Background: an optimization exercise with open tools, aiming at small area and a short achievable clock period. Do not read the settings as production practice. The RTL was checked by simulation tests, not by an equivalence proof against the original design.

**config.mk**
```make
export PLATFORM = sky130hd
export DESIGN_NAME = winograd_top
export DESIGN_NICKNAME = winograd_top
export VERILOG_FILES = /design/flow/design.v
export SDC_FILE = /design/flow/constraint.sdc
export NUM_CORES = 4
export LEC_CHECK = 0
export CAP_MARGIN = 20
export CORE_MARGIN = 2
export CORE_UTILIZATION = 40
export SLEW_MARGIN = 20
```
**constraint.sdc**
```tcl
create_clock -name core_clock -period 15.5 [get_ports {clk}]
set_input_delay 3.1000 -clock core_clock [delete_from_list [all_inputs] [get_ports {clk}]]
set_output_delay 3.1000 -clock core_clock [all_outputs]
set_load 0.01 [all_outputs]
```
**design.v**
```verilog
module winograd(inp10, inp11, inp12, inp13 ,inp20,inp21,inp22,inp23,inp30,inp31,
inp32,inp33,inp40,inp41,inp42,inp43,ker10,ker11,ker12,ker20,ker21,ker22,
ker30,ker31,ker32,out10,out11,out20,out21);
input [7:0] inp10, inp11, inp12, inp13;
input [7:0] inp20, inp21, inp22, inp23;
input [7:0] inp30, inp31, inp32, inp33;
input [7:0] inp40, inp41, inp42, inp43;
input [7:0] ker10, ker11, ker12;
input [7:0] ker20, ker21, ker22;
input [7:0] ker30, ker31, ker32;
output reg [7:0] out10,out11;
output reg [7:0] out20,out21;
reg [7:0] pre1 [1:0];
reg [7:0] pre2 [1:0];
reg [7:0] pre_out1 [1:0];
reg [7:0] pre_out2 [1:0];
reg [7:0] p1 [2:0];
reg [7:0] p2 [2:0];
reg [7:0] p3 [2:0];
reg [7:0] p4 [2:0];
reg [7:0] q1 [3:0];
reg [7:0] q2 [3:0];
reg [7:0] q3 [3:0];
reg [7:0] q4 [3:0];
reg [7:0] s1 [3:0];
reg [7:0] s2 [3:0];
reg [7:0] s3 [3:0];
reg [7:0] s4 [3:0];
reg [7:0] t1 [3:0];
reg [7:0] t2 [3:0];
reg [7:0] t3 [3:0];
reg [7:0] t4 [3:0];
reg [7:0] qt1 [3:0];
reg [7:0] qt2 [3:0];
reg [7:0] qt3 [3:0];
reg [7:0] qt4 [3:0];
reg [7:0] y1 [3:0];
reg [7:0] y2 [3:0];
localparam [7:0] a1_0 = 8'h01;
localparam [7:0] a1_1 = 8'h00;
localparam [7:0] a2_0 = 8'h01;
localparam [7:0] a2_1 = 8'h01;
localparam [7:0] a3_0 = 8'h01;
localparam [7:0] a3_1 = 8'hFF;
localparam [7:0] a4_0 = 8'h00;
localparam [7:0] a4_1 = 8'hFF;
localparam [7:0] b1_0 = 8'h01;
localparam [7:0] b1_1 = 8'h00;
localparam [7:0] b1_2 = 8'hFF;
localparam [7:0] b1_3 = 8'h00;
localparam [7:0] b2_0 = 8'h00;
localparam [7:0] b2_1 = 8'h01;
localparam [7:0] b2_2 = 8'h01;
localparam [7:0] b2_3 = 8'h00;
localparam [7:0] b3_0 = 8'h00;
localparam [7:0] b3_1 = 8'hFF;
localparam [7:0] b3_2 = 8'h01;
localparam [7:0] b3_3 = 8'h00;
localparam [7:0] b4_0 = 8'h00;
localparam [7:0] b4_1 = 8'h01;
localparam [7:0] b4_2 = 8'h00;
localparam [7:0] b4_3 = 8'hFF;
localparam [7:0] bT1_0 = 8'h01;
localparam [7:0] bT1_1 = 8'h00;
localparam [7:0] bT1_2 = 8'h00;
localparam [7:0] bT1_3 = 8'h00;
localparam [7:0] bT2_0 = 8'h00;
localparam [7:0] bT2_1 = 8'h01;
localparam [7:0] bT2_2 = 8'hFF;
localparam [7:0] bT2_3 = 8'h01;
localparam [7:0] bT3_0 = 8'hFF;
localparam [7:0] bT3_1 = 8'h01;
localparam [7:0] bT3_2 = 8'h01;
localparam [7:0] bT3_3 = 8'h00;
localparam [7:0] bT4_0 = 8'h00;
localparam [7:0] bT4_1 = 8'h00;
localparam [7:0] bT4_2 = 8'h00;
localparam [7:0] bT4_3 = 8'hFF;
localparam [7:0] g1_0 = 8'h02;
localparam [7:0] g1_1 = 8'h00;
localparam [7:0] g1_2 = 8'h00;
localparam [7:0] g2_0 = 8'h01;
localparam [7:0] g2_1 = 8'h01;
localparam [7:0] g2_2 = 8'h01;
localparam [7:0] g3_0 = 8'h01;
localparam [7:0] g3_1 = 8'hFF;
localparam [7:0] g3_2 = 8'h01;
localparam [7:0] g4_0 = 8'h00;
localparam [7:0] g4_1 = 8'h00;
localparam [7:0] g4_2 = 8'h02;
localparam [7:0] gT1_0 = 8'h02;
localparam [7:0] gT1_1 = 8'h01;
localparam [7:0] gT1_2 = 8'h01;
localparam [7:0] gT1_3 = 8'h00;
localparam [7:0] gT2_0 = 8'h00;
localparam [7:0] gT2_1 = 8'h01;
localparam [7:0] gT2_2 = 8'hFF;
localparam [7:0] gT2_3 = 8'h00;
localparam [7:0] gT3_0 = 8'h00;
localparam [7:0] gT3_1 = 8'h01;
localparam [7:0] gT3_2 = 8'h01;
localparam [7:0] gT3_3 = 8'h02;
localparam [7:0] aT1_0 = 8'h01;
localparam [7:0] aT1_1 = 8'h01;
localparam [7:0] aT1_2 = 8'h01;
localparam [7:0] aT1_3 = 8'h00;
localparam [7:0] aT2_0 = 8'h00;
localparam [7:0] aT2_1 = 8'h01;
localparam [7:0] aT2_2 = 8'hFF;
localparam [7:0] aT2_3 = 8'hFF;
always @(*)
begin
p1[0] = g1_2*ker10 + g1_1*ker20 + g1_0*ker30;
p1[1] = g1_2*ker11 + g1_1*ker21 + g1_0*ker31;
p1[2] = g1_2*ker12 + g1_1*ker22 + g1_0*ker32;
p2[0] = g2_2*ker10 + g2_1*ker20 + g2_0*ker30;
p2[1] = g2_2*ker11 + g2_1*ker21 + g2_0*ker31;
p2[2] = g2_2*ker12 + g2_1*ker22 + g2_0*ker32;
p3[0] = g3_2*ker10 + g3_1*ker20 + g3_0*ker30;
p3[1] = g3_2*ker11 + g3_1*ker21 + g3_0*ker31;
p3[2] = g3_2*ker12 + g3_1*ker22 + g3_0*ker32;
p4[0] = g4_2*ker10 + g4_1*ker20 + g4_0*ker30;
p4[1] = g4_2*ker11 + g4_1*ker21 + g4_0*ker31;
p4[2] = g4_2*ker12 + g4_1*ker22 + g4_0*ker32;
end
always @(*)
begin
q1[3] = p1[2]*gT1_3 + p1[1]*gT2_3 + p1[0]*gT3_3;
q1[2] = p1[2]*gT1_2 + p1[1]*gT2_2 + p1[0]*gT3_2;
q1[1] = p1[2]*gT1_1 + p1[1]*gT2_1 + p1[0]*gT3_1;
q1[0] = p1[2]*gT1_0 + p1[1]*gT2_0 + p1[0]*gT3_0;
q2[3] = p2[2]*gT1_3 + p2[1]*gT2_3 + p2[0]*gT3_3;
q2[2] = p2[2]*gT1_2 + p2[1]*gT2_2 + p2[0]*gT3_2;
q2[1] = p2[2]*gT1_1 + p2[1]*gT2_1 + p2[0]*gT3_1;
q2[0] = p2[2]*gT1_0 + p2[1]*gT2_0 + p2[0]*gT3_0;
q3[3] = p3[2]*gT1_3 + p3[1]*gT2_3 + p3[0]*gT3_3;
q3[2] = p3[2]*gT1_2 + p3[1]*gT2_2 + p3[0]*gT3_2;
q3[1] = p3[2]*gT1_1 + p3[1]*gT2_1 + p3[0]*gT3_1;
q3[0] = p3[2]*gT1_0 + p3[1]*gT2_0 + p3[0]*gT3_0;
q4[3] = p4[2]*gT1_3 + p4[1]*gT2_3 + p4[0]*gT3_3;
q4[2] = p4[2]*gT1_2 + p4[1]*gT2_2 + p4[0]*gT3_2;
q4[1] = p4[2]*gT1_1 + p4[1]*gT2_1 + p4[0]*gT3_1;
q4[0] = p4[2]*gT1_0 + p4[1]*gT2_0 + p4[0]*gT3_0;
end
always @(*)
begin
s1[3] = bT1_3*inp10 + bT1_2*inp20 + bT1_1*inp30 + bT1_0*inp40;
s1[2] = bT1_3*inp11 + bT1_2*inp21 + bT1_1*inp31 + bT1_0*inp41;
s1[1] = bT1_3*inp12 + bT1_2*inp22 + bT1_1*inp32 + bT1_0*inp42;
s1[0] = bT1_3*inp13 + bT1_2*inp23 + bT1_1*inp33 + bT1_0*inp43;
s2[3] = bT2_3*inp10 + bT2_2*inp20 + bT2_1*inp30 + bT2_0*inp40;
s2[2] = bT2_3*inp11 + bT2_2*inp21 + bT2_1*inp31 + bT2_0*inp41;
s2[1] = bT2_3*inp12 + bT2_2*inp22 + bT2_1*inp32 + bT2_0*inp42;
s2[0] = bT2_3*inp13 + bT2_2*inp23 + bT2_1*inp33 + bT2_0*inp43;
s3[3] = bT3_3*inp10 + bT3_2*inp20 + bT3_1*inp30 + bT3_0*inp40;
s3[2] = bT3_3*inp11 + bT3_2*inp21 + bT3_1*inp31 + bT3_0*inp41;
s3[1] = bT3_3*inp12 + bT3_2*inp22 + bT3_1*inp32 + bT3_0*inp42;
s3[0] = bT3_3*inp13 + bT3_2*inp23 + bT3_1*inp33 + bT3_0*inp43;
s4[3] = bT4_3*inp10 + bT4_2*inp20 + bT4_1*inp30 + bT4_0*inp40;
s4[2] = bT4_3*inp11 + bT4_2*inp21 + bT4_1*inp31 + bT4_0*inp41;
s4[1] = bT4_3*inp12 + bT4_2*inp22 + bT4_1*inp32 + bT4_0*inp42;
s4[0] = bT4_3*inp13 + bT4_2*inp23 + bT4_1*inp33 + bT4_0*inp43;
end
always @(*)
begin
t1[3] = s1[3]*b1_3 + s1[2]*b2_3 + s1[1]*b3_3 + s1[0]*b4_3;
t1[2] = s1[3]*b1_2 + s1[2]*b2_2 + s1[1]*b3_2 + s1[0]*b4_2;
t1[1] = s1[3]*b1_1 + s1[2]*b2_1 + s1[1]*b3_1 + s1[0]*b4_1;
t1[0] = s1[3]*b1_0 + s1[2]*b2_0 + s1[1]*b3_0 + s1[0]*b4_0;
t2[3] = s2[3]*b1_3 + s2[2]*b2_3 + s2[1]*b3_3 + s2[0]*b4_3;
t2[2] = s2[3]*b1_2 + s2[2]*b2_2 + s2[1]*b3_2 + s2[0]*b4_2;
t2[1] = s2[3]*b1_1 + s2[2]*b2_1 + s2[1]*b3_1 + s2[0]*b4_1;
t2[0] = s2[3]*b1_0 + s2[2]*b2_0 + s2[1]*b3_0 + s2[0]*b4_0;
t3[3] = s3[3]*b1_3 + s3[2]*b2_3 + s3[1]*b3_3 + s3[0]*b4_3;
t3[2] = s3[3]*b1_2 + s3[2]*b2_2 + s3[1]*b3_2 + s3[0]*b4_2;
t3[1] = s3[3]*b1_1 + s3[2]*b2_1 + s3[1]*b3_1 + s3[0]*b4_1;
t3[0] = s3[3]*b1_0 + s3[2]*b2_0 + s3[1]*b3_0 + s3[0]*b4_0;
t4[3] = s4[3]*b1_3 + s4[2]*b2_3 + s4[1]*b3_3 + s4[0]*b4_3;
t4[2] = s4[3]*b1_2 + s4[2]*b2_2 + s4[1]*b3_2 + s4[0]*b4_2;
t4[1] = s4[3]*b1_1 + s4[2]*b2_1 + s4[1]*b3_1 + s4[0]*b4_1;
t4[0] = s4[3]*b1_0 + s4[2]*b2_0 + s4[1]*b3_0 + s4[0]*b4_0;
end
always @(*)
begin
qt1[0] = q1[0]*t1[0];
qt1[1] = q1[1]*t1[1];
qt1[2] = q1[2]*t1[2];
qt1[3] = q1[3]*t1[3];
qt2[0] = q2[0]*t2[0];
qt2[1] = q2[1]*t2[1];
qt2[2] = q2[2]*t2[2];
qt2[3] = q2[3]*t2[3];
qt3[0] = q3[0]*t3[0];
qt3[1] = q3[1]*t3[1];
qt3[2] = q3[2]*t3[2];
qt3[3] = q3[3]*t3[3];
qt4[0] = q4[0]*t4[0];
qt4[1] = q4[1]*t4[1];
qt4[2] = q4[2]*t4[2];
qt4[3] = q4[3]*t4[3];
y1[3] = aT1_3*qt1[3] + aT1_2*qt2[3] + aT1_1*qt3[3] + aT1_0*qt4[3];
y1[2] = aT1_3*qt1[2] + aT1_2*qt2[2] + aT1_1*qt3[2] + aT1_0*qt4[2];
y1[1] = aT1_3*qt1[1] + aT1_2*qt2[1] + aT1_1*qt3[1] + aT1_0*qt4[1];
y1[0] = aT1_3*qt1[0] + aT1_2*qt2[0] + aT1_1*qt3[0] + aT1_0*qt4[0];
y2[3] = aT2_3*qt1[3] + aT2_2*qt2[3] + aT2_1*qt3[3] + aT2_0*qt4[3];
y2[2] = aT2_3*qt1[2] + aT2_2*qt2[2] + aT2_1*qt3[2] + aT2_0*qt4[2];
y2[1] = aT2_3*qt1[1] + aT2_2*qt2[1] + aT2_1*qt3[1] + aT2_0*qt4[1];
y2[0] = aT2_3*qt1[0] + aT2_2*qt2[0] + aT2_1*qt3[0] + aT2_0*qt4[0];
pre_out1[1] = y1[3]*a1_1 + y1[2]*a2_1 + y1[1]*a3_1 + y1[0]*a4_1;
pre_out1[0] = y1[3]*a1_0 + y1[2]*a2_0 + y1[1]*a3_0 + y1[0]*a4_0;
pre_out2[1] = y2[3]*a1_1 + y2[2]*a2_1 + y2[1]*a3_1 + y2[0]*a4_1;
pre_out2[0] = y2[3]*a1_0 + y2[2]*a2_0 + y2[1]*a3_0 + y2[0]*a4_0;
pre1[1] = pre_out1[1]/4;
pre1[0] = pre_out1[0]/4;
pre2[1] = pre_out2[1]/4;
pre2[0] = pre_out2[0]/4;
 out10 = (pre1[1][5] == 1'b1)? {2'b11,pre1[1][5:0]} : (pre1[1]);
 out11 = (pre1[0][5] == 1'b1)? {2'b11,pre1[0][5:0]} : (pre1[0]);
  out20 = (pre2[1][5] == 1'b1)? {2'b11,pre2[1][5:0]} : (pre2[1]);
  out21 = (pre2[0][5] == 1'b1)? {2'b11,pre2[0][5:0]} : (pre2[0]);
end
endmodule
module winograd_top(clk, rst_n, in_valid,
    inp10, inp11, inp12, inp13, inp20, inp21, inp22, inp23,
    inp30, inp31, inp32, inp33, inp40, inp41, inp42, inp43,
    ker10, ker11, ker12, ker20, ker21, ker22, ker30, ker31, ker32,
    out_valid, out10, out11, out20, out21);
    input clk, rst_n, in_valid;
    input [7:0] inp10, inp11, inp12, inp13;
    input [7:0] inp20, inp21, inp22, inp23;
    input [7:0] inp30, inp31, inp32, inp33;
    input [7:0] inp40, inp41, inp42, inp43;
    input [7:0] ker10, ker11, ker12;
    input [7:0] ker20, ker21, ker22;
    input [7:0] ker30, ker31, ker32;
    output reg out_valid;
    output reg [7:0] out10, out11, out20, out21;
    wire [7:0] w10, w11, w20, w21;
    winograd core(inp10, inp11, inp12, inp13, inp20, inp21, inp22, inp23,
                  inp30, inp31, inp32, inp33, inp40, inp41, inp42, inp43,
                  ker10, ker11, ker12, ker20, ker21, ker22, ker30, ker31, ker32,
                  w10, w11, w20, w21);
    always @(posedge clk) begin
        if (rst_n == 1'b0)
            out_valid <= 1'b0;
        else
            out_valid <= in_valid;
        out10 <= w10;
        out11 <= w11;
        out20 <= w20;
        out21 <= w21;
    end
endmodule
```
**run.sh**
```bash
#!/bin/bash
# synth_recipe.tcl (not shown) runs the flow's synth.tcl, then flattens the netlist and writes it again
# the make line also repeats each setting of config.mk as NAME=value (left out here)
make -C /OpenROAD-flow-scripts/flow DESIGN_CONFIG=/design/flow/config.mk WORK_HOME=/design/flow/orfs CLKGATE_MAP_FILE= SYNTH_SCRIPT=/design/flow/synth_recipe.tcl finish
```
==> flow_summary.toml <==
[run_status]
status = "no timing/DRC/antenna violations"

[clock_network]
htree_num_levels = 1
clock-sinks = 25
cts_tree = "built"
root_buffer = "clkbuf_16"
cts_buffers = 3
cts.hold.buffers_added = 0
clockBufferDepth = 2
path_clk_slew_ns = 0.08

[worst_setup_path]
slowest_delay_ns = 0.68
crit_fanout = 5
criticalPathCategory = "input pin to flop"
cpMostUsedCell = "fa_1"
cp-start-kind = "input pin"
end_kind = "flop"
critical_path_required_ns = 15.65
worst_path_max_delay_cell = "fa_1"
cp_data_arrival_time_ns = 15.27

[sta]
tightest_slew_ns = 1.03
fmax_mhz = 66.2
slew_violations = 0
finalCriticalPeriod_ns = 15.12
fin_ws_ns = 0.383
setup_viol = 0
tns_ns = 0
hold_viol = 0
slew_headroom = 0.305
period_share = 0.975

[floorplanning]
core_mm2 = 0.0756
initial_core_util = 0.402
die_w_um = 280
die_area_mm2 = 0.0782
io_pins = 236
die_h_um = 280
rows = 101

[logic_synthesis]
synth-simple-area-share = 0.0927
synth_warnings = 28
synth_edf_count = 0
synth_xor_area_frac = 0.174
synth_fa_ha_area_frac = 0.521
async_reset_ff_frac = 0
syn-num-nets = 4690
yosys-mux-area-fraction = 0.000658
synthCells = 3492
seq_area_frac_synth = 0.0165
synth.distinct_cells = 47
synth_area_mm2 = 0.0304
ys.flop_type = "dfxtp_1"
synth_top_family_by_area = "adder cells"
synth_compound_area_frac = 0.0763
avgSynthCellArea_um2 = 8.71
ys_ff_latch = 25

[hold_path]
hold_class = "input pin to flop"
min_from = "in_valid"
worst_hold_path.num_cells = 2
whs_endpoint = "out_valid"

[flow_run]
maxCapViolations = 0

[placed_design]
gp_congestion = 1.01
post-dp-hpwl_um = 92300
place_ws_ns = -0.934
port_buffers = 227

[global_route]
grt_max_degree = 16
grt_pass1_wl_um = 149000
antenna_found_initial = 1
grtUsageTotal = 0.257
overflow = 0
grt_pass1_vias = 24717

[detailed_routing]
antenna_left = 0
num_vias = 24288
vias_per_cell = 4.80
firstDrtPassIters = 5
drt_iter0_drc = 1375
routed_wl_um = 99800
wl_per_cell_um = 19.7
drcViolationCount = 0

[final_layout]
antennaDiodeCount = 0
synthToLayoutAreaGrowth_pct = 23.4
fill_cells = 7263
fin_util = 0.497
drive_gt1_frac = 0.123
final_nets = 5282
[placed cells by master (no fill, tap or decap), drive strengths merged, types with 127 or more instances in the layout]
master,n
fa,453
a21oi,167
ha,542
nand2,189
clkdlybuf4s50,213
inv,934
and2,127
xnor2,427
buf,376
nor2,147
[logic make-up after synthesis]
family | count (synthesis)
mux | 2
simple gates | 587
compound gates | 371
fa+ha+maj | 995
xor+xnor | 562
buf+inv | 950
flops | 25
[routing by layer]
layer  vias to the layer above  share of wire  track usage  wire [um]
li1                      11748              -            -          -
met1                     11857           0.44        0.354      44300
met2                       583           0.47        0.432      46700
met3                       100          0.041      0.00634       4090
met4                         0          0.048       0.0964       4750
met5                         -              0            0          0
[through the flow]
stage	instances	area [um^2]	hold WS, ns
final	5061	37500	3.39
after floorplan	3492	30400	3.22
after CTS	5053	37000	3.39
after global placement	5045	36600	3.67
after global routing	5061	37500	3.40
after detailed placement	5045	36600	3.68
[critical path: cells and delay by family]
kind,cells,cell delay (ns)
and+or+nand+nor,1,0.11
AOI/OAI and AO/OA,2,0.39
xor gates and xnor gates,8,1.39
buffers and inverters,15,1.83
adders and majority gates,19,8.41
[Yosys cell counts (all sizes together) (3+ instances only)]
library cell  instances  area share
fa                  453        0.30
o21ai                26      0.0043
a311oi                3     0.00086
and2                127       0.026
or3                   6      0.0012
o21bai               56       0.014
clkbuf                8     0.00099
and3                  5      0.0010
inv                 934        0.12
xnor3                25       0.019
nand3                 9      0.0015
buf                   8      0.0020
a21oi               167       0.027
nor2                147       0.018
nor3b                 4     0.00099
nor2b                38      0.0078
a21boi                4     0.00099
o21a                 13      0.0032
xnor2               427        0.12
xor2                108       0.031
nor3                 27      0.0044
nand2               189       0.023
nand2b               24      0.0049
a21o                 89       0.022
ha                  542        0.22
or2                   3     0.00062
and3b                 3     0.00086
dfxtp                25       0.016
nor4                  3      0.0011
[worst max-delay path by stage]
stage | slack [ns] | startpoint | end | depth (start not counted)
after CTS | 0.0008 | inp42[0] | out11[6] | 54
after floorplan | 0.44 | inp43[0] | out11[6] | 46
after global placement | -0.84 | inp42[0] | out11[6] | 50
final | 0.38 | ker32[1] | out11[6] | 45
after global routing | -0.04 | inp40[3] | out11[6] | 50
after detailed placement | -0.93 | inp42[0] | out11[6] | 50
[flip-flops by register name, indices dropped and copies added (netlist names)]
| register | cells |
|---|---|
| out10 | 6 |
| out11 | 6 |
| out20 | 6 |
| out21 | 6 |
| out_valid | 1 |
[cell type report]
| class | count | area [um^2] | area share |
|---|---|---|---|
| Multi-Input combinational cell | 2517 | 27000 | 0.720 |
| Inverter | 934 | 3510 | 0.0934 |
| Sequential cell | 25 | 500 | 0.0133 |
| Clock inverter | 1 | 5.00 | 0.000133 |
| Tap cell | 978 | 1220 | 0.0326 |
| Clock buffer | 3 | 75.1 | 0.00200 |
| Timing Repair Buffer | 603 | 5200 | 0.138 |
[timing repair]
action | CTS | global route
setup buffers | 4 | 10
endpoints found under the hold margin | 0 | 0
endpoints found under the setup margin | 1 | 2
gates resized for setup | 57 | 86
pin swaps | 35 | 54

[afterwards: timing with drivers on the ports]
No port has a modelled driver above. Below, the same layout with a new extraction and two added sets of constraints. Step 1: set_driving_cell puts a clkbuf_16 on clk and a buf_2 on each other input, an assumption about the parent block. Step 2, shift: input delay + t, output delay - t, t = (earliest + latest rising clock arrival at the registers) / 2. This alone moves slack from input paths to output paths. a / b / c = no drivers / after step 1 / after step 2; a / b = the first two.
t, ns: 0.297
setup WS [ns]: 0.383 / 0.389 / 0.092
hold slack, ns: 3.394 / 3.387 / 3.684
worst setup path at the end: input to register
worst register clock-pin slew, ns: 0.08 / 0.08
After both steps this run still meets setup and hold. The setup slack of this run moves by +0.006 ns with the drivers and by -0.291 ns with both steps.
